Background: an optimization exercise with open tools, aiming at small area and a short achievable clock period. Do not read the settings as production practice. No run shown here included a check of the RTL's function; only the layout flow was run. Power figures rest on the tool's default switching activity, not on a simulated workload.

==> design/flow/design.v <==
module ALU(clk,operand_a,operand_b,result,opcode,zero_flag);
    input clk;
    input [31:0] operand_a;
    input [31:0] operand_b;
    input [7:0] opcode;
    output reg [31:0] result;
    output reg zero_flag;
    wire valid = ~|opcode[7:3];
    wire [2:0] op = opcode[2:0];
    wire sub = (op == 3'd1) | (op == 3'd6);
    wire [31:0] bx = operand_b ^ {32{sub}};
    wire [31:0] p = operand_a ^ bx;
    wire [31:0] g = operand_a & bx;
    wire g0c = g[0] | (p[0] & sub);
    wire G0_1 = g[1] | (p[1] & g0c);
    wire P0_1 = p[1] & p[0];
    wire G0_3 = g[3] | (p[3] & g[2]);
    wire P0_3 = p[3] & p[2];
    wire G0_5 = g[5] | (p[5] & g[4]);
    wire P0_5 = p[5] & p[4];
    wire G0_7 = g[7] | (p[7] & g[6]);
    wire P0_7 = p[7] & p[6];
    wire G0_9 = g[9] | (p[9] & g[8]);
    wire P0_9 = p[9] & p[8];
    wire G0_11 = g[11] | (p[11] & g[10]);
    wire P0_11 = p[11] & p[10];
    wire G0_13 = g[13] | (p[13] & g[12]);
    wire P0_13 = p[13] & p[12];
    wire G0_15 = g[15] | (p[15] & g[14]);
    wire P0_15 = p[15] & p[14];
    wire G0_17 = g[17] | (p[17] & g[16]);
    wire P0_17 = p[17] & p[16];
    wire G0_19 = g[19] | (p[19] & g[18]);
    wire P0_19 = p[19] & p[18];
    wire G0_21 = g[21] | (p[21] & g[20]);
    wire P0_21 = p[21] & p[20];
    wire G0_23 = g[23] | (p[23] & g[22]);
    wire P0_23 = p[23] & p[22];
    wire G0_25 = g[25] | (p[25] & g[24]);
    wire P0_25 = p[25] & p[24];
    wire G0_27 = g[27] | (p[27] & g[26]);
    wire P0_27 = p[27] & p[26];
    wire G0_29 = g[29] | (p[29] & g[28]);
    wire P0_29 = p[29] & p[28];
    wire G0_31 = g[31] | (p[31] & g[30]);
    wire P0_31 = p[31] & p[30];
    wire G1_3 = G0_3 | (P0_3 & G0_1);
    wire P1_3 = P0_3 & P0_1;
    wire G1_5 = G0_5 | (P0_5 & G1_3);
    wire P1_5 = P0_5 & P1_3;
    wire G1_7 = G0_7 | (P0_7 & G1_5);
    wire P1_7 = P0_7 & P1_5;
    wire G1_9 = G0_9 | (P0_9 & G1_7);
    wire P1_9 = P0_9 & P1_7;
    wire G1_11 = G0_11 | (P0_11 & G1_9);
    wire P1_11 = P0_11 & P1_9;
    wire G1_13 = G0_13 | (P0_13 & G1_11);
    wire P1_13 = P0_13 & P1_11;
    wire G1_15 = G0_15 | (P0_15 & G1_13);
    wire P1_15 = P0_15 & P1_13;
    wire G1_17 = G0_17 | (P0_17 & G1_15);
    wire P1_17 = P0_17 & P1_15;
    wire G1_19 = G0_19 | (P0_19 & G1_17);
    wire P1_19 = P0_19 & P1_17;
    wire G1_21 = G0_21 | (P0_21 & G1_19);
    wire P1_21 = P0_21 & P1_19;
    wire G1_23 = G0_23 | (P0_23 & G1_21);
    wire P1_23 = P0_23 & P1_21;
    wire G1_25 = G0_25 | (P0_25 & G1_23);
    wire P1_25 = P0_25 & P1_23;
    wire G1_27 = G0_27 | (P0_27 & G1_25);
    wire P1_27 = P0_27 & P1_25;
    wire G1_29 = G0_29 | (P0_29 & G1_27);
    wire P1_29 = P0_29 & P1_27;
    wire G1_31 = G0_31 | (P0_31 & G1_29);
    wire P1_31 = P0_31 & P1_29;
    wire G2_5 = G1_5 | (P1_5 & G0_1);
    wire P2_5 = P1_5 & P0_1;
    wire G2_7 = G1_7 | (P1_7 & G1_3);
    wire P2_7 = P1_7 & P1_3;
    wire G2_9 = G1_9 | (P1_9 & G2_5);
    wire P2_9 = P1_9 & P2_5;
    wire G2_11 = G1_11 | (P1_11 & G2_7);
    wire P2_11 = P1_11 & P2_7;
    wire G2_13 = G1_13 | (P1_13 & G2_9);
    wire P2_13 = P1_13 & P2_9;
    wire G2_15 = G1_15 | (P1_15 & G2_11);
    wire P2_15 = P1_15 & P2_11;
    wire G2_17 = G1_17 | (P1_17 & G2_13);
    wire P2_17 = P1_17 & P2_13;
    wire G2_19 = G1_19 | (P1_19 & G2_15);
    wire P2_19 = P1_19 & P2_15;
    wire G2_21 = G1_21 | (P1_21 & G2_17);
    wire P2_21 = P1_21 & P2_17;
    wire G2_23 = G1_23 | (P1_23 & G2_19);
    wire P2_23 = P1_23 & P2_19;
    wire G2_25 = G1_25 | (P1_25 & G2_21);
    wire P2_25 = P1_25 & P2_21;
    wire G2_27 = G1_27 | (P1_27 & G2_23);
    wire P2_27 = P1_27 & P2_23;
    wire G2_29 = G1_29 | (P1_29 & G2_25);
    wire P2_29 = P1_29 & P2_25;
    wire G2_31 = G1_31 | (P1_31 & G2_27);
    wire P2_31 = P1_31 & P2_27;
    wire G3_9 = G2_9 | (P2_9 & G0_1);
    wire P3_9 = P2_9 & P0_1;
    wire G3_11 = G2_11 | (P2_11 & G1_3);
    wire P3_11 = P2_11 & P1_3;
    wire G3_13 = G2_13 | (P2_13 & G2_5);
    wire P3_13 = P2_13 & P2_5;
    wire G3_15 = G2_15 | (P2_15 & G2_7);
    wire P3_15 = P2_15 & P2_7;
    wire G3_17 = G2_17 | (P2_17 & G3_9);
    wire P3_17 = P2_17 & P3_9;
    wire G3_19 = G2_19 | (P2_19 & G3_11);
    wire P3_19 = P2_19 & P3_11;
    wire G3_21 = G2_21 | (P2_21 & G3_13);
    wire P3_21 = P2_21 & P3_13;
    wire G3_23 = G2_23 | (P2_23 & G3_15);
    wire P3_23 = P2_23 & P3_15;
    wire G3_25 = G2_25 | (P2_25 & G3_17);
    wire P3_25 = P2_25 & P3_17;
    wire G3_27 = G2_27 | (P2_27 & G3_19);
    wire P3_27 = P2_27 & P3_19;
    wire G3_29 = G2_29 | (P2_29 & G3_21);
    wire P3_29 = P2_29 & P3_21;
    wire G3_31 = G2_31 | (P2_31 & G3_23);
    wire P3_31 = P2_31 & P3_23;
    wire G4_17 = G3_17 | (P3_17 & G0_1);
    wire P4_17 = P3_17 & P0_1;
    wire G4_19 = G3_19 | (P3_19 & G1_3);
    wire P4_19 = P3_19 & P1_3;
    wire G4_21 = G3_21 | (P3_21 & G2_5);
    wire P4_21 = P3_21 & P2_5;
    wire G4_23 = G3_23 | (P3_23 & G2_7);
    wire P4_23 = P3_23 & P2_7;
    wire G4_25 = G3_25 | (P3_25 & G3_9);
    wire P4_25 = P3_25 & P3_9;
    wire G4_27 = G3_27 | (P3_27 & G3_11);
    wire P4_27 = P3_27 & P3_11;
    wire G4_29 = G3_29 | (P3_29 & G3_13);
    wire P4_29 = P3_29 & P3_13;
    wire G4_31 = G3_31 | (P3_31 & G3_15);
    wire P4_31 = P3_31 & P3_15;
    wire G5_2 = g[2] | (p[2] & G0_1);
    wire P5_2 = p[2] & P0_1;
    wire G5_4 = g[4] | (p[4] & G1_3);
    wire P5_4 = p[4] & P1_3;
    wire G5_6 = g[6] | (p[6] & G2_5);
    wire P5_6 = p[6] & P2_5;
    wire G5_8 = g[8] | (p[8] & G2_7);
    wire P5_8 = p[8] & P2_7;
    wire G5_10 = g[10] | (p[10] & G3_9);
    wire P5_10 = p[10] & P3_9;
    wire G5_12 = g[12] | (p[12] & G3_11);
    wire P5_12 = p[12] & P3_11;
    wire G5_14 = g[14] | (p[14] & G3_13);
    wire P5_14 = p[14] & P3_13;
    wire G5_16 = g[16] | (p[16] & G3_15);
    wire P5_16 = p[16] & P3_15;
    wire G5_18 = g[18] | (p[18] & G4_17);
    wire P5_18 = p[18] & P4_17;
    wire G5_20 = g[20] | (p[20] & G4_19);
    wire P5_20 = p[20] & P4_19;
    wire G5_22 = g[22] | (p[22] & G4_21);
    wire P5_22 = p[22] & P4_21;
    wire G5_24 = g[24] | (p[24] & G4_23);
    wire P5_24 = p[24] & P4_23;
    wire G5_26 = g[26] | (p[26] & G4_25);
    wire P5_26 = p[26] & P4_25;
    wire G5_28 = g[28] | (p[28] & G4_27);
    wire P5_28 = p[28] & P4_27;
    wire G5_30 = g[30] | (p[30] & G4_29);
    wire P5_30 = p[30] & P4_29;
    wire [32:0] c;
    assign c[0] = sub;
    assign c[1] = g0c;
    assign c[2] = G0_1;
    assign c[3] = G5_2;
    assign c[4] = G1_3;
    assign c[5] = G5_4;
    assign c[6] = G2_5;
    assign c[7] = G5_6;
    assign c[8] = G2_7;
    assign c[9] = G5_8;
    assign c[10] = G3_9;
    assign c[11] = G5_10;
    assign c[12] = G3_11;
    assign c[13] = G5_12;
    assign c[14] = G3_13;
    assign c[15] = G5_14;
    assign c[16] = G3_15;
    assign c[17] = G5_16;
    assign c[18] = G4_17;
    assign c[19] = G5_18;
    assign c[20] = G4_19;
    assign c[21] = G5_20;
    assign c[22] = G4_21;
    assign c[23] = G5_22;
    assign c[24] = G4_23;
    assign c[25] = G5_24;
    assign c[26] = G4_25;
    assign c[27] = G5_26;
    assign c[28] = G4_27;
    assign c[29] = G5_28;
    assign c[30] = G4_29;
    assign c[31] = G5_30;
    assign c[32] = G4_31;
    wire [31:0] sum = p ^ c[31:0];
    wire lt = ~c[32];
    reg [31:0] r;
    always @* begin
        case (op)
            3'd0, 3'd1: r = sum;
            3'd2: r = g;
            3'd3: r = g | p;
            3'd4: r = ~(g | p);
            3'd5: r = p;
            3'd6: r = {1'b0, {31{lt}}};
            default: r = 32'b0;
        endcase
    end
    always @(posedge clk) begin
        result <= valid ? r : 32'b0;
        zero_flag <= ~|result;
    end
endmodule
==> design/flow/flow/run.sh <==
#!/bin/bash
# Standard ORFS layout, with two changes: Yosys's full/half-adder extraction is
# off (ADDER_MAP_FILE empty) so ABC maps the whole datapath, and the I/O port
# buffers use buf_1 instead of the cell buffer_ports picks by default.
set -euo pipefail
bash standard.sh ADDER_MAP_FILE= "BUFFER_PORTS_ARGS=-buffer_cell sky130_fd_sc_hd__buf_1" finish > standard_flow.log 2>&1
==> design/flow/standard.sh <==
#!/bin/bash
# synth_recipe.tcl (not shown) runs the flow's synth.tcl, then flattens the netlist and writes it again
# the make line also repeats each setting of config.mk as NAME=value (left out here)
make -C /OpenROAD-flow-scripts/flow DESIGN_CONFIG=/design/flow/config.mk WORK_HOME=/design/flow/orfs CLKGATE_MAP_FILE= SYNTH_SCRIPT=/design/flow/synth_recipe.tcl "${@:-finish}"
==> design/flow/config.mk <==
export PLATFORM = sky130hd
export DESIGN_NAME = ALU
export DESIGN_NICKNAME = ALU
export VERILOG_FILES = /design/flow/design.v
export SDC_FILE = /design/flow/constraint.sdc
export NUM_CORES = 4
export LEC_CHECK = 0
export ABC_AREA = 1
export CAP_MARGIN = 20
export CORE_MARGIN = 2
export CORE_UTILIZATION = 40
export SLEW_MARGIN = 20
==> design/flow/constraint.sdc <==
create_clock -name core_clock -period 5.0 [get_ports {clk}]
set_input_delay 1.0000 -clock core_clock [delete_from_list [all_inputs] [get_ports {clk}]]
set_output_delay 1.0000 -clock core_clock [all_outputs]
set_load 0.01 [all_outputs]
==> run summary, run 1 <==
CTS
The maximum buffer depth of the clock tree is 2. The clock-pin slew on the worst setup and hold paths is ~0.070 ns. TritonCTS built the clock tree. The clock drives 33 sinks.

In this run, post-CTS hold repair placed 0 buffers. Clock tree synthesis selected as its root buffer the cell sky130_fd_sc_hd__clkbuf_8. The H-tree depth is 2. The number of CTS-inserted buffers is 5. At the later pin of the worst-skew pair, clock insertion delay measures just under 0.3 ns.

Timing
The worst pin sits at a relative slew slack of a little over half. On the final layout, the worst clock skew is around 0.0068 ns. The fraction of the cycle the final worst path needs is 90.49%. The total negative setup slack is 0 ns.

The final hold violation count is 0. The worst-margin pin slew is between 0.6 and 0.7 ns. Setup violations remaining at the end of the flow were counted as 0. The number of max-slew violations in the final report came to 0.

Based on the critical path, the design can be clocked at up to between 200 and 250 MHz. The worst setup margin is between 0.4 and 0.5 ns. Setup repair after global routing left no endpoint under its margin. Hold is met by 0.5247 ns. The minimum period implied by the final worst setup slack is ~4.5 ns.

Final layout
From synthesis to final layout, the design area changed by 15.67%. The number of inserted filler cells in the final layout is about 950. The most frequent standard cell in the layout excluding fill and tap cells is sky130_fd_sc_hd__nand2_1. The top cell types in the final layout, fill and taps aside, are sky130_fd_sc_hd__nand2_1 (129), sky130_fd_sc_hd__buf_1 (102), sky130_fd_sc_hd__inv_1 (94).

The repair_antennas step left the layout with diodes totalling 0. The number of nets in the layout is 784. Cells fill a little under half of the core in the end. The finished layout holds between 800 and 900 standard cells, fillers aside. In the final layout, the share of cells above drive strength 1 is 7.865%.

Detailed routing
The overall routed net length is around 11 mm. The DRC marker count from the first detailed-route iteration is 236. In the final routed layout, each cell accounts on average for about 13 um. The number of iterations in the first detailed-routing pass is 5. The number of vias per cell is between 5 and 6. For this block, the via count after detailed routing is 4296. For this run, design rule violations remaining after detail routing come to 0. The detail route stage leaves a number of antenna-violating nets equal to 0.

Synth
After synthesis, the cell types taking the most area are sky130_fd_sc_hd__dfxtp_1 (18%), sky130_fd_sc_hd__nand2_1 (13%), sky130_fd_sc_hd__inv_1 (9.8%), sky130_fd_sc_hd__xor2_1 (7.7%), sky130_fd_sc_hd__nor2_1 (6.5%). The cell area after technology mapping is about 3600 um2. In the synthesized netlist the dominant register cell turns out to be sky130_fd_sc_hd__dfxtp_1. In this run, distinct cell masters in the synthesized netlist total 41. The number of nets produced by synthesis is a little under 700. After synthesis, the share of flip-flops with an asynchronous set or reset is 0%. A synthesized cell averages 5.910 um2. Summing the sequential cell areas from Yosys gives 18.26% of the chip area. In the synthesized netlist, the number of instances is 612.

For this run, the number of Yosys warnings is 1. The area fraction of the dominant cell type after synthesis is 18.26%. The number of storage elements in the synthesis netlist is 33.

The largest total area in the synthesized netlist belongs to sky130_fd_sc_hd__dfxtp_1. The number of enable flip-flop cells after synthesis is 0.

Global routing
The first-pass GRT wire length is 17.46 mm. The via count of the first global-routing pass is between 3000 and 4000. The initial antenna violation count is 0.

Global routing used approximately a fifth of the available tracks across all layers. After global routing the overflow that remains totals 0. Entering global routing, the biggest net connects 33 pins.

Min path
The tightest min-delay check is of the reg -> reg type.

Power
In this run the power density over the cells is between 200 and 250 nW/um2. The highest ir drop seen on vdd is approximately 86 uV. The analysis attributes to cell leakage a power of 2.013 nW.

Run
The count of max-cap constraint violations is 0.

Die
The die is 99.10 um tall. The number of top-level pins is 106. The die covers roughly 9800 um2.

From left edge to right edge, the die measures slightly below 100 um. The core box area is between 8000 and 9000 um2. For this configuration, the core starts out at a cell density of roughly 41%.

The initialized floorplan defines 34 standard-cell rows.

Setup path
The required time of the worst setup path is 5.14 ns. Along the worst path, the maximum fanout reaches 24. The maximum cell stage delay along the critical path is approximately 0.26 ns. The type of the worst setup path is in -> reg. Data arrives at the worst endpoint at roughly 4.7 ns. The sort of element at the start of the critical path is a primary input. The slowest stage cell on the critical path is sky130_fd_sc_hd__nand2_4. The cell occurring most often along the worst timing path is sky130_fd_sc_hd__nand2_2.

The worst setup path is captured at a register.

Placement
The placement-stage worst setup slack is 0.04669 ns. During placement, the flow inserted port buffers numbering about 110. The weighted congestion at the end of routability-driven global placement is between 0.9 and 1. The cell count after placement is 812. Once detailed placement completed, the half-perimeter wirelength came to around 7.9 mm.

Outcome
The run finished with no timing, DRC or antenna violations.
## layout make-up
type	instances	area, um2	area share [%]
Clock inverter	2	10.01	0.2392
Multi-Input combinational cell	463	2495	59.63
Tap cell	108	135.1	3.230
Sequential cell	33	660.6	15.79
Inverter	96	360.3	8.612
Clock buffer	6	72.57	1.734
Timing Repair Buffer	112	450.4	10.77
## per-stage QoR
stage | area [um2] | total power, mW
after detailed placement | 4095 | 0.6720
after floorplan | 3617 | 0.5844
after global routing | 4184 | 0.9394
after global placement | 4095 | 0.6663
after CTS | 4178 | 0.8711
final | 4184 | 0.8692
## state kept, by name, indices dropped and copies added, names as in the netlist
| signal | cells |
|---|---|
| zero_flag | 1 |
| result | 32 |
## per-layer routing
| metal | vias to the layer above | global-route usage, % | part of all wire (%) |
|---|---|---|---|
| li1 | 2230 | - | - |
| met3 | 7 | 3.092 | 6.4 |
| met2 | 154 | 36.85 | 48 |
| met4 | 0 | 4.742 | 0.61 |
| met5 | - | 0 | 0 |
| met1 | 1905 | 28.14 | 45 |
## cell families after synthesis
group	count (synthesis)	synth area share [%]
AND/OR/NAND/NOR	295	37.22
buffers and inverters	116	13.39
AO/OA/AOI/OAI	135	23.14
flip-flops	33	18.26
XOR/XNOR	33	7.990
## critical path, delay by kind of cell
family / cells / cell delay (ns)
buffers and inverters: 3 / 0.48
and+or+nand+nor: 36 / 3.09
AOI/OAI and AO/OA: 1 / 0.08
## cells in the mapped netlist (6+ instances only)
cell / instances
sky130_fd_sc_hd__o21ai_0: 35
sky130_fd_sc_hd__a221oi_1: 10
sky130_fd_sc_hd__nand2_2: 22
sky130_fd_sc_hd__nor2_1: 63
sky130_fd_sc_hd__inv_1: 94
sky130_fd_sc_hd__nand2_1: 130
sky130_fd_sc_hd__a31oi_1: 19
sky130_fd_sc_hd__xor2_1: 32
sky130_fd_sc_hd__o221ai_1: 6
sky130_fd_sc_hd__dfxtp_1: 33
sky130_fd_sc_hd__clkbuf_1: 13
sky130_fd_sc_hd__nor3_1: 8
sky130_fd_sc_hd__a21oi_1: 41
sky130_fd_sc_hd__nand3_1: 45
sky130_fd_sc_hd__nor4_1: 8
## worst paths after layout
kind | startpoint | endpoint | slack (ns) | cells after the start
max | opcode[0] | result[20] | 0.48 | 40
min | result[21] | zero_flag | 0.52 | 3
max reg2reg | result[12] | zero_flag | 3.84 | 3
min reg2reg | result[21] | zero_flag | 0.52 | 3
## repair_timing
item,CTS,global route
resized for setup,0,3
endpoints found under the setup margin,0,10
setup buffers,0,0
## where the power goes
part | switching [mW] | internal [mW] | total, mW
clock | 0.101 | 0.0965 | 0.198
combinational | 0.262 | 0.139 | 0.401
sequential | 0.00255 | 0.268 | 0.271
total | 0.365 | 0.504 | 0.869
==> run 2: changes to the inputs <==
--- a/design/flow/config.mk
+++ b/design/flow/config.mk
@@ -6,6 +6,7 @@
 export NUM_CORES = 4
 export LEC_CHECK = 0
 export ABC_AREA = 1
+export ABC_CLOCK_PERIOD_IN_PS = 2500
 export CAP_MARGIN = 20
 export CORE_MARGIN = 2
 export CORE_UTILIZATION = 40
==> run summary, run 2 <==
CTS
The H-tree depth was 2 (unchanged). The number of post-CTS setup repair buffers is 0 (unchanged). The number of CTS-inserted buffers came to 5 (unchanged). TritonCTS built the clock tree. Clock tree synthesis selected as its root buffer the cell sky130_fd_sc_hd__clkbuf_8. The maximum buffer depth of the clock tree is 2 (unchanged). The number of clock sinks seen by CTS came to 33 (unchanged).

The clock latency at the later pin of the worst-skew pair is 0.29 ns (about the same). The clock-pin slew on the worst setup and hold paths is 0.07 ns (about the same).

Placement
The area of placed instances is 4095 um2 (unchanged). The detailed placement HPWL came to 7.897 mm (unchanged). The weighted congestion at the end of routability-driven global placement is 0.9287 (unchanged). The placement-stage worst setup slack is 0.04669 ns (unchanged). The quantity of I/O buffers inserted on ports came to 105 (unchanged).

Setup path
The worst register-to-register path begins at result[12]. The worst setup slack for register-to-register paths came to 3.84 ns (about the same). The maximum cell stage delay along the critical path is 0.26 ns (about the same). The buffering stage count on the worst path with inverters included is 3 (unchanged).

The critical register-to-register path endpoint is zero_flag. The cell family with the largest share of critical-path delay is simple AND/OR/NAND/NOR gates. The cell occurring most often along the worst timing path is sky130_fd_sc_hd__nand2_2. The maximum fanout encountered on the critical timing path is 24 (unchanged).

The required time of the worst setup path was 5.14 ns (about the same). STA classifies the critical path endpoint as a register. The sort of element at the start of the critical path is a primary input. The slowest stage cell on the critical path is sky130_fd_sc_hd__nand2_4.

The type of the worst setup path is in -> reg. The critical path data arrival time was 4.66 ns (about the same). The worst reg2reg path depth is 3 (unchanged).

Outcome
The run finished with no timing, DRC or antenna violations.

Timing
The fraction of the cycle the final worst path needs is 90.49% (unchanged). The number of max-slew violations in the final report is 0 (unchanged). The worst setup margin came to 0.4756 ns (unchanged).

The total negative setup slack is 0 ns (unchanged). The final hold violation count is 0 (unchanged). The relative max-transition margin is 53.51% (unchanged). The final count of negative-setup-slack endpoints is 0 (unchanged). The minimum period implied by the final worst setup slack is 4.524 ns (unchanged).

Setup repair after global routing left no endpoint under its margin. The worst-margin pin slew was 0.6931 ns (unchanged). The maximum frequency from static timing analysis is 221.0 MHz (unchanged). The clock skew is 0.006795 ns (unchanged).

Die
The starting density of the core was 41.28% (unchanged). The core box area came to 8763 um2 (unchanged). The width of the chip came to 99.10 um (unchanged). The total number of placement rows is 34 (unchanged).

The total die area is 9820 um2 (unchanged). The number of top-level pins is 106 (unchanged). The y dimension of the die is 99.10 um (unchanged).

Synth
Among all flip-flop cells after synthesis, the most frequent one is sky130_fd_sc_hd__dfxtp_1. The share of synthesized registers carrying an async set or reset is 0% (unchanged). The number of enable flip-flop cells after synthesis is 0 (unchanged). By area the synthesized netlist is led by sky130_fd_sc_hd__dfxtp_1 (18%), sky130_fd_sc_hd__nand2_1 (13%), sky130_fd_sc_hd__inv_1 (9.8%), sky130_fd_sc_hd__xor2_1 (7.7%), sky130_fd_sc_hd__nor2_1 (6.5%). The number of nets produced by synthesis is 685 (unchanged). The share of the yosys chip area belonging to registers is 18.26% (unchanged). The distinct cell type count of the synthesized netlist is 41 (unchanged). Among all cell types in the netlist, the one instantiated most often is sky130_fd_sc_hd__nand2_1.

The average cell area after synthesis came to 5.910 um2 (unchanged). The number of instances in the synthesized netlist came to 612 (unchanged). The number of storage elements in the synthesis netlist came to 33 (unchanged). The cell area after technology mapping is 3617 um2 (unchanged).

By count the netlist is led by sky130_fd_sc_hd__nand2_1 (130), sky130_fd_sc_hd__inv_1 (94), sky130_fd_sc_hd__nor2_1 (63). Of all cell types, the one taking the most synthesized area is sky130_fd_sc_hd__dfxtp_1. The area fraction of the dominant cell type after synthesis is 18.26% (unchanged). The total number of yosys warnings is 1 (unchanged).

Detailed routing
The DRC marker count from the first detailed-route iteration is 236 (unchanged). The overall routed net length is 10.74 mm (unchanged). The number of iterations in the first detailed-routing pass is 5 (unchanged). The residual antenna-violating net count after detailed routing is 0 (unchanged).

The routed length per instance was 13.10 um (unchanged). The number of vias after detailed routing is 4296 (unchanged). The remaining routing DRC violations was 0 (unchanged). The number of vias per cell is 5.239 (unchanged).

Power
The leakage power of the design is 2.013 nW (unchanged). The highest ir drop seen on vdd came to 85.73 uV (unchanged). The power density over cell area is 207.7 nW/um2 (unchanged).

Final layout
The finished layout cell area was 4184 um2 (unchanged). The top cell types in the final layout, fill and taps aside, are sky130_fd_sc_hd__nand2_1 (129), sky130_fd_sc_hd__buf_1 (102), sky130_fd_sc_hd__inv_1 (94). The library cell used most frequently in the layout, excluding fill and tap cells, is sky130_fd_sc_hd__nand2_1. The flip-flop count of the largest register after layout is 32 (unchanged).

result holds more flip-flops than any other register. The number of inserted filler cells in the final layout was 949 (unchanged). The number of nets in the layout was 784 (unchanged). The area occupied by multi-input gates is 2495 um2 (unchanged). The largest registers in the layout are result: 32 flops, zero_flag: 1 flops.

The antenna diode count was 0 (unchanged). The area taken by flip-flops and latches was 660.6 um2 (unchanged). The layout-stage area growth over the synthesis result is 15.67% (unchanged).

The share of cells above drive strength 1 is 7.865% (unchanged).

Run
The count of max-cap constraint violations came to 0 (unchanged).

Global routing
The global-route total usage across every layer is 21.30% (unchanged). The remaining global-route overflow is 0 (unchanged). The largest net degree at the start of global routing is 33 (unchanged). The first-pass GRT wire length was 17.46 mm (unchanged). The via count of the first global-routing pass is 3876 (unchanged). The initial antenna violation count came to 0 (unchanged).

Min path
The class of the tightest hold or removal check is reg -> reg. In this run the most critical hold path is launched from result[21]. The number of stages on the worst hold path was 3 (unchanged).

The hold-critical path endpoint is zero_flag.
[run 2: cell counts after synthesis]
No cell type changed its count.
[run 2: where the power goes]
part | switching [mW] | internal, mW | leakage [nW] | total (mW)
clock network | 0.101 | 0.0965 | 0.0450 | 0.198
logic | 0.262 | 0.139 | 1.70 | 0.401
registers | 0.00255 | 0.268 | 0.267 | 0.271
total | 0.365 | 0.504 | 2.01 | 0.869
[run 2: cells by family (layout without fill, tap and decap cells)]
kind of cell              after synthesis  in the layout  synth area share, %
AOI/OAI and AO/OA                     135            135                23.14
xor gates and xnor gates               33             33                7.990
buffers and inverters                 116            216                13.39
DFF                                    33             33                18.26
and+or+nand+nor                       295            295                37.22
[run 2: area by class of cell]
type	instances	share of cell area [%]
multi-input cells	463	59.63
flip-flops and latches	33	15.79
repair buffers	112	10.77
inverters	96	8.612
well taps	108	3.230
clock buffers	6	1.734
clock inverters	2	0.2392
[run 2: timing repair]
item / 4_1_cts / 5_1_grt
gates resized for setup: 0 / 3
hold buffers: 0 / 0
setup endpoints to repair: 0 / 10
[run 2: how the worst max path moves through the flow]
stage | cells after the start | from | to | slack (ns)
finish | 40 | opcode[0] | result[20] | 0.48
global route | 41 | opcode[0] | result[30] | 0.03
CTS | 39 | opcode[2] | result[22] | 0.35
detailed placement | 39 | opcode[2] | result[16] | 0.05
global placement | 39 | opcode[2] | result[16] | 0.19
floorplan | 40 | opcode[2] | result[29] | 0.89
[run 2: stage by stage]
stage | utilization, % | total power [mW] | hold WS, ns | cells
final | 47.74 | 0.8692 | 0.5247 | 820
after global routing | 47.74 | 0.9394 | 0.5713 | 820
after CTS | 47.67 | 0.8711 | 0.5305 | 820
after detailed placement | 46.73 | 0.6720 | 0.5278 | 812
after global placement | 46.73 | 0.6663 | 0.5240 | 812
after floorplan | - | 0.5844 | 0.5493 | 612
[run 2: worst reg2reg max path: cells and delay by family (launching register included)]
kind / cells / cell delay (ns)
simple gates: 3 / 0.77
flops: 1 / 0.33
[run 2: layer usage]
metal  routed length (um)  up-vias  GRT usage [%]
li1                     -     2230              -
met1                 4865     1905          28.14
met2                 5125      154          36.85
met3                  685        7          3.092
met4                   65        0          4.742
met5                    0        -              0
==> run 3: changes to the inputs <==
--- a/design/flow/config.mk
+++ b/design/flow/config.mk
@@ -6,7 +6,7 @@
 export NUM_CORES = 4
 export LEC_CHECK = 0
 export ABC_AREA = 1
-export ABC_CLOCK_PERIOD_IN_PS = 2500
+export ABC_CLOCK_PERIOD_IN_PS = 1500
 export CAP_MARGIN = 20
 export CORE_MARGIN = 2
 export CORE_UTILIZATION = 40
==> run summary, run 3 <==
Global routing
The largest net degree at the start of global routing is 33 (unchanged). The global-route total usage across every layer is 21.30% (unchanged). The remaining global-route overflow is 0 (unchanged). The first-pass GRT wire length is 17.46 mm (unchanged).

The via count of the first global-routing pass is 3876 (unchanged). The initial antenna violation count came to 0 (unchanged).

Synth
The number of enable flip-flop cells after synthesis is 0 (unchanged). The post-synthesis compound-gate area fraction is 23.14% (unchanged). Ranked by instance count, the synthesized netlist is headed by sky130_fd_sc_hd__nand2_1 (130), sky130_fd_sc_hd__inv_1 (94), sky130_fd_sc_hd__nor2_1 (63).

The xor/xnor share of the synthesized area is 7.990% (unchanged). The average cell area after synthesis came to 5.910 um2 (unchanged). The adder-cell share of the synthesized area is 0% (unchanged). The cell with the most instances after synthesis is sky130_fd_sc_hd__nand2_1.

The number of nets produced by synthesis is 685 (unchanged). The distinct cell type count of the synthesized netlist is 41 (unchanged). The number of instances in the synthesized netlist is 612 (unchanged). By area, the combinational part of the netlist is dominated by simple AND/OR/NAND/NOR gates. The simple-gate area share of the yosys netlist came to 37.22% (unchanged). The share of the yosys chip area belonging to registers is 18.26% (unchanged). The number of storage elements in the synthesis netlist is 33 (unchanged). The dominant synthesized flop cell is sky130_fd_sc_hd__dfxtp_1. The mux share of post-synthesis cell area is 0% (unchanged). In the post-synthesis netlist, the biggest area contributors are sky130_fd_sc_hd__dfxtp_1 (18%), sky130_fd_sc_hd__nand2_1 (13%), sky130_fd_sc_hd__inv_1 (9.8%), sky130_fd_sc_hd__xor2_1 (7.7%), sky130_fd_sc_hd__nor2_1 (6.5%). The library cell occupying the most area in the post-synthesis netlist is sky130_fd_sc_hd__dfxtp_1. The share of synthesized registers carrying an async set or reset came to 0% (unchanged). The cell area after technology mapping is 3617 um2 (unchanged). The total number of yosys warnings is 1 (unchanged). The area fraction of the dominant cell type after synthesis came to 18.26% (unchanged).

Setup path
The launching point of the worst reg2reg path is result[12]. The maximum fanout encountered on the critical timing path is 24 (unchanged). The kind of end point of the critical path is a register. On the critical path, the stage with the largest delay is an instance of sky130_fd_sc_hd__nand2_4. The type of the worst setup path is in -> reg.

The critical register-to-register path endpoint is zero_flag. STA classifies the critical path startpoint as a primary input. The critical path data arrival time was 4.66 ns (about the same). The maximum cell stage delay along the critical path is 0.26 ns (about the same). The worst setup slack for register-to-register paths is 3.84 ns (about the same).

The worst reg2reg path depth is 3 (unchanged). The required time of the worst setup path is 5.14 ns (about the same). The cell occurring most often along the worst timing path is sky130_fd_sc_hd__nand2_2.

The most critical setup path has its endpoint at result[20]. The most critical setup path has its startpoint at opcode[0].

Timing
The fraction of the cycle the final worst path needs is 90.49% (unchanged). The clock skew came to 0.006795 ns (unchanged). The worst setup margin is 0.4756 ns (unchanged). The number of max-slew violations in the final report came to 0 (unchanged).

The worst-margin pin slew is 0.6931 ns (unchanged). The minimum period implied by the final worst setup slack is 4.524 ns (unchanged). The relative max-transition margin is 53.51% (unchanged). Setup repair after global routing left no endpoint under its margin. The final count of negative-setup-slack endpoints came to 0 (unchanged).

The maximum frequency from static timing analysis is 221.0 MHz (unchanged). The final hold violation count was 0 (unchanged). The total negative setup slack is 0 ns (unchanged).

CTS
The number of clock sinks seen by CTS was 33 (unchanged). The clock latency at the later pin of the worst-skew pair is 0.29 ns (about the same). The H-tree depth is 2 (unchanged). TritonCTS built the clock tree. The number of gates given a new drive strength after cts is 0 (unchanged). The number of CTS-inserted buffers is 5 (unchanged).

The root cell of the clock tree is sky130_fd_sc_hd__clkbuf_8. The number of post-CTS setup repair buffers came to 0 (unchanged). The post-cts hold buffer count is 0 (unchanged). The clock-pin slew on the worst setup and hold paths came to 0.07 ns (about the same).

The maximum buffer depth of the clock tree came to 2 (unchanged).

Detailed routing
The residual antenna-violating net count after detailed routing was 0 (unchanged). The number of vias after detailed routing came to 4296 (unchanged). The overall routed net length was 10.74 mm (unchanged). The number of vias per cell is 5.239 (unchanged). The number of iterations in the first detailed-routing pass was 5 (unchanged). The DRC marker count from the first detailed-route iteration is 236 (unchanged). The remaining routing DRC violations is 0 (unchanged). The routed length per instance is 13.10 um (unchanged).

Final layout
The finished layout cell area is 4184 um2 (unchanged). The library cell used most frequently in the layout, excluding fill and tap cells, is sky130_fd_sc_hd__nand2_1. The register bank with the most flops is result. The antenna diode count is 0 (unchanged). The largest registers in the layout are result: 32 flops, zero_flag: 1 flops. The flip-flop count of the largest register after layout was 32 (unchanged).

The share of cells above drive strength 1 was 7.865% (unchanged). The layout-stage area growth over the synthesis result is 15.67% (unchanged). The library cells used most frequently in the layout, excluding fill and tap cells, are sky130_fd_sc_hd__nand2_1 (129), sky130_fd_sc_hd__buf_1 (102), sky130_fd_sc_hd__inv_1 (94).

The number of inserted filler cells in the final layout is 949 (unchanged). The share of the core filled with cells is 47.74% (unchanged). The number of nets in the layout was 784 (unchanged).

Placement
The placement-stage worst setup slack came to 0.04669 ns (unchanged). The quantity of I/O buffers inserted on ports is 105 (unchanged). The area of placed instances is 4095 um2 (unchanged). The detailed placement HPWL came to 7.897 mm (unchanged). The weighted congestion at the end of routability-driven global placement came to 0.9287 (unchanged).

Die
The width of the chip is 99.10 um (unchanged). The starting density of the core is 41.28% (unchanged). The core box area was 8763 um2 (unchanged). The y dimension of the die is 99.10 um (unchanged). The number of top-level pins was 106 (unchanged). The total number of placement rows is 34 (unchanged). The total die area was 9820 um2 (unchanged).

Power
The power density over cell area was 207.7 nW/um2 (unchanged). The highest ir drop seen on vdd is 85.73 uV (unchanged). The leakage power of the design is 2.013 nW (unchanged). The sum of internal, switching and leakage power is 0.8692 mW (unchanged).

Run
The count of max-cap constraint violations came to 0 (unchanged).

Outcome
The run finished with no timing, DRC or antenna violations.

Min path
The class of the tightest hold or removal check is reg -> reg.
[run 3: cell counts in the layout (fill, tap and decap cells not counted)]
Identical to the previous run, type by type.
[run 3: cell families (layout without fill, tap and decap cells)]
| kind of cell | after synthesis | count (layout) |
|---|---|---|
| AOI/OAI and AO/OA | 135 | 135 |
| xor gates and xnor gates | 33 | 33 |
| buffers and inverters | 116 | 216 |
| DFF | 33 | 33 |
| and+or+nand+nor | 295 | 295 |
[run 3: how the worst min path moves through the flow]
| stage | startpoint | endpoint | depth (start not counted) |
|---|---|---|---|
| after floorplan | result[6] | zero_flag | 3 |
| after global placement | result[22] | zero_flag | 3 |
| after detailed placement | result[23] | zero_flag | 3 |
| after CTS | result[23] | zero_flag | 3 |
| after global routing | result[23] | zero_flag | 3 |
| final | result[21] | zero_flag | 3 |
[run 3: worst max-delay path, delay by kind of cell]
family | cells | cell delay, ns
simple gates | 36 | 3.09
buf+inv | 3 | 0.48
compound gates | 1 | 0.08
[run 3: metal layers]
| metal | part of all wire, % | track usage (%) |
|---|---|---|
| met2 | 48 | 36.85 |
| met5 | 0 | 0 |
| met4 | 0.61 | 4.742 |
| met3 | 6.4 | 3.092 |
| met1 | 45 | 28.14 |
[run 3: final cells by class]
type	count	area [um2]	area share, %
clock inverters	2	10.01	0.2392
well taps	108	135.1	3.230
inverters	96	360.3	8.612
repair buffers	112	450.4	10.77
clock buffers	6	72.57	1.734
multi-input cells	463	2495	59.63
flip-flops and latches	33	660.6	15.79
[run 3: per-stage QoR]
stage / cells / hold slack, ns
6_report: 820 / 0.5247
5_1_grt: 820 / 0.5713
4_1_cts: 820 / 0.5305
3_5_place_dp: 812 / 0.5278
3_3_place_gp: 812 / 0.5240
2_1_floorplan: 612 / 0.5493
[run 3: report_power, final]
group          switching, mW  internal, mW  total (mW)
Combinational          0.262         0.139       0.401
Clock                  0.101        0.0965       0.198
Sequential           0.00255         0.268       0.271
==> run 4: changes to the inputs <==
--- a/design/flow/config.mk
+++ b/design/flow/config.mk
@@ -5,8 +5,7 @@
 export SDC_FILE = /design/flow/constraint.sdc
 export NUM_CORES = 4
 export LEC_CHECK = 0
-export ABC_AREA = 1
-export ABC_CLOCK_PERIOD_IN_PS = 1500
+export ABC_AREA = 0
 export CAP_MARGIN = 20
 export CORE_MARGIN = 2
 export CORE_UTILIZATION = 40
==> run summary, run 4 <==
Outcome
The run finished with no timing, DRC or antenna violations.

Placement
The weighted congestion at the end of routability-driven global placement is 0.9309 (+0.24%). The area of placed instances is 6873 um2 (+68%). The detailed placement HPWL was 16.81 mm (+110%). The quantity of I/O buffers inserted on ports came to 105 (unchanged).

Setup path
The type of the worst setup path is in -> reg. The kind of end point of the critical path is a register. The maximum cell stage delay along the critical path came to 0.53 ns (+0.27 ns). The critical path data arrival time came to 4.67 ns (about the same).

The required time of the worst setup path is 5.22 ns (+0.08 ns). The slowest stage of the critical path is the sky130_fd_sc_hd__or3b_1 cell. STA classifies the critical path startpoint as a primary input. The critical path goes through clkbuf_2 > or3b_1 > buf_4 > a21oi_1 > nand4_1 > o21ai_1 > nand4_1 > a31oi_4 > o21ai_1 > o22ai_1 > o21ai_1 > a221oi_1 > nand4bb_1 > a22o_1.

The maximum fanout encountered on the critical timing path is 13 (-46%). The cell occurring most often along the worst timing path is sky130_fd_sc_hd__o21ai_1.

Final layout
The share of cells above drive strength 1 is 10.35% (+2.5 points). The finished layout cell area is 7049 um2 (+68%). The most frequent standard cell in the layout excluding fill and tap cells is sky130_fd_sc_hd__o21ai_0.

The number of inserted filler cells in the final layout is 1667 (+76%). The antenna diode count is 0 (unchanged). The area taken by flip-flops and latches is 660.6 um2 (unchanged). The number of nets in the layout is 1077 (+37%). The layout-stage area growth over the synthesis result is 10.77%. In the final layout, the registers with the most flip-flops are result: 32 flops, zero_flag: 1 flops.

The area occupied by multi-input gates is 5150 um2 (+110%). Ranked by flip-flop count, first place goes to result. The flip-flop count of the largest register after layout came to 32 (unchanged).

Leaving out fill and tap cells, the most frequent cells in the layout are sky130_fd_sc_hd__o21ai_0 (107), sky130_fd_sc_hd__buf_1 (102), sky130_fd_sc_hd__a21oi_1 (89).

Timing
The fraction of the cycle the final worst path needs came to 89.01% (-1.5 points). The worst-margin pin slew came to 0.8905 ns (+0.1974 ns). The total negative setup slack is 0 ns (unchanged). The relative max-transition margin is 40.41% (-13 points). The final hold violation count is 0 (unchanged). The clock skew was 0.005439 ns (-0.001356 ns). The maximum frequency from static timing analysis came to 224.7 MHz (+1.7%). Setup repair after global routing left no endpoint under its margin. The minimum period implied by the final worst setup slack is 4.451 ns (-0.07394 ns). The number of max-slew violations in the final report is 0 (unchanged). The final count of negative-setup-slack endpoints is 0 (unchanged).

Global routing
The via count of the first global-routing pass came to 6571 (+70%). The initial antenna violation count was 0 (unchanged). The global-route total usage across every layer is 25.94% (+4.6 points). The largest net degree at the start of global routing came to 46 (+39%). The first-pass GRT wire length came to 35.25 mm (+100%).

The remaining global-route overflow is 0 (unchanged).

CTS
The clock latency at the later pin of the worst-skew pair is 0.28 ns (about the same). The clock-pin slew on the worst setup and hold paths was 0.05 ns (-0.02 ns). The number of CTS-inserted buffers was 5 (unchanged). The number of post-CTS setup repair buffers was 0 (unchanged). The maximum buffer depth of the clock tree was 2 (unchanged). The number of gates given a new drive strength after cts came to 0 (unchanged). The number of clock sinks seen by CTS is 33 (unchanged). The TritonCTS clock tree is yes. The post-cts hold buffer count is 0 (unchanged). The cell sitting at the root of the clock tree is a sky130_fd_sc_hd__clkbuf_16. The H-tree depth was 2 (unchanged).

Die
The total die area was 16930 um2 (+72%). The number of top-level pins was 106 (unchanged). The width of the chip is 130.1 um (+31%). The core box area was 15710 um2 (+79%). The starting density of the core is 40.50% (-0.78 points).

The total number of placement rows is 46 (+35%). The y dimension of the die is 130.1 um (+31%).

Synth
The number of instances in the synthesized netlist is 959 (+57%). The share of the yosys chip area belonging to registers is 10.38% (-7.9 points). The number of enable flip-flop cells after synthesis is 0 (unchanged). The cell area after technology mapping is 6364 um2 (+76%).

The cell with the most instances after synthesis is sky130_fd_sc_hd__o21ai_0. In the post-synthesis netlist, the biggest area contributors are sky130_fd_sc_hd__dfxtp_1 (10%), sky130_fd_sc_hd__o21ai_0 (8.4%), sky130_fd_sc_hd__a21oi_1 (7.0%), sky130_fd_sc_hd__clkbuf_1 (4.5%), sky130_fd_sc_hd__nand2_1 (4.4%). The library cell occupying the most area in the post-synthesis netlist is sky130_fd_sc_hd__dfxtp_1. The share of synthesized registers carrying an async set or reset was 0% (unchanged).

The area fraction of the dominant cell type after synthesis came to 10.38% (-7.9 points). The number of storage elements in the synthesis netlist was 33 (unchanged). The number of nets produced by synthesis is 1032 (+51%). The distinct cell type count of the synthesized netlist is 97 (+140%).

In the synthesized netlist, the cells that appear most often are sky130_fd_sc_hd__o21ai_0 (107), sky130_fd_sc_hd__a21oi_1 (89), sky130_fd_sc_hd__clkbuf_1 (76). The total number of yosys warnings came to 1 (unchanged). For this run, the leading register cell type out of synthesis is sky130_fd_sc_hd__dfxtp_1.

The average cell area after synthesis was 6.636 um2 (+12%).

Detailed routing
The remaining routing DRC violations was 0 (unchanged). The number of iterations in the first detailed-routing pass is 6 (+1). The residual antenna-violating net count after detailed routing is 0 (unchanged). The number of vias per cell is 6.276 (+20%). The routed length per instance came to 18.43 um (+41%).

The number of vias after detailed routing is 7663 (+78%). The overall routed net length was 22.50 mm (+110%). The DRC marker count from the first detailed-route iteration was 823 (+250%).

Min path
The class of the tightest hold or removal check is reg -> reg.

Power
The leakage power of the design came to 2.394 nW (+19%). The power density over cell area was 191.6 nW/um2 (-7.8%). The highest ir drop seen on vdd is 160.3 uV (+87%).

Run
The count of max-cap constraint violations is 0 (unchanged).
## run 4: power breakdown
group / internal, mW / leakage, nW / switching (mW)
combinational: 0.272 / 2.04 / 0.441
clock: 0.249 / 0.0831 / 0.119
sequential: 0.268 / 0.266 / 0.00231
total: 0.789 / 2.39 / 0.562
## run 4: logic make-up (layout without fill, tap and decap cells)
group / count (synthesis) / after routing / synth area share (%)
AND/OR/NAND/NOR: 304 / 304 / 24.13
buffers and inverters: 128 / 174 / 8.867
AO/OA/AOI/OAI: 399 / 399 / 42.39
adder cells (fa/ha/maj): 20 / 20 / 3.205
multiplexers: 27 / 27 / 4.424
XOR/XNOR: 48 / 48 / 6.606
flip-flops: 33 / 33 / 10.38
## run 4: layer usage
layer	track usage (%)	vias to the layer above	part of all wire [%]
met1	38.66	3530	46
li1	-	3710	-
met2	37.70	392	42
met4	6.641	0	1.5
met5	0	-	0
met3	5.289	31	10
## run 4: area by class of cell
type                       instances  share of cell area [%]
clock buffer                       6                   1.970
clock inverter                     2                  0.5325
inverter                          17                  0.9052
multi-input combinational        798                   73.06
sequential                        33                   9.372
tap                              216                   3.834
timing repair buffer             149                   10.33
## run 4: worst max-delay path: cells and delay by family
family / cells / cell delay (ns)
simple gates: 4 / 1.11
buf+inv: 2 / 0.40
compound gates: 8 / 2.14
## run 4: per-stage QoR
step | cells | hold WS [ns] | setup WS, ns | util [%] | power (mW)
5_1_grt | 1221 | 0.5693 | 0.2110 | 44.86 | 1.437
2_1_floorplan | 959 | 0.5493 | 0.8877 | - | 0.8087
3_5_place_dp | 1213 | 0.5536 | 0.3364 | 43.74 | 0.9720
6_report | 1221 | 0.5464 | 0.5495 | 44.86 | 1.351
4_1_cts | 1221 | 0.5620 | 0.6290 | 44.86 | 1.341
3_3_place_gp | 1213 | 0.5345 | 0.3976 | 43.74 | 0.9691
## run 4: final timing paths
path | slack [ns] | cells past startpoint | from | end
max | 0.55 | 14 | opcode[1] | result[23]
min | 0.55 | 3 | result[2] | zero_flag
max reg2reg | 4.02 | 3 | result[20] | zero_flag
min reg2reg | 0.55 | 3 | result[2] | zero_flag

static timing again, ports no longer ideal:
In the flow no input, the clock included, has a driving cell. The finished layouts below were timed again as built, in two steps.
Step 1 sets driving cells, clkbuf_16 on the clock port and buf_2 on the other inputs (assumed; they add their load-dependent delay and slew).
Step 2 also shifts input and output timing later by t, the mid clock arrival at the registers, as if the neighbouring blocks saw the same clock.
Slacks: ideal / step 1 / step 2; pairs: ideal / step 1.
| run | t (ns) | slack for setup (ns) | worst setup path after step 2 | latest minus earliest clock arrival (ns) | pins driven straight from the clock port |
|---|---|---|---|---|---|
| run 1 | 0.307 | 0.476 / 0.477 / 0.170 | input to register | 0.008 / 0.008 | 1 |
| run 2 | 0.307 | 0.476 / 0.477 / 0.170 | input to register | 0.008 / 0.008 | 1 |
| run 3 | 0.307 | 0.476 / 0.477 / 0.170 | input to register | 0.008 / 0.008 | 1 |
| run 4 | 0.310 | 0.549 / 0.564 / 0.254 | input to register | 0.009 / 0.009 | 1 |
After both steps every run listed still meets setup and hold.
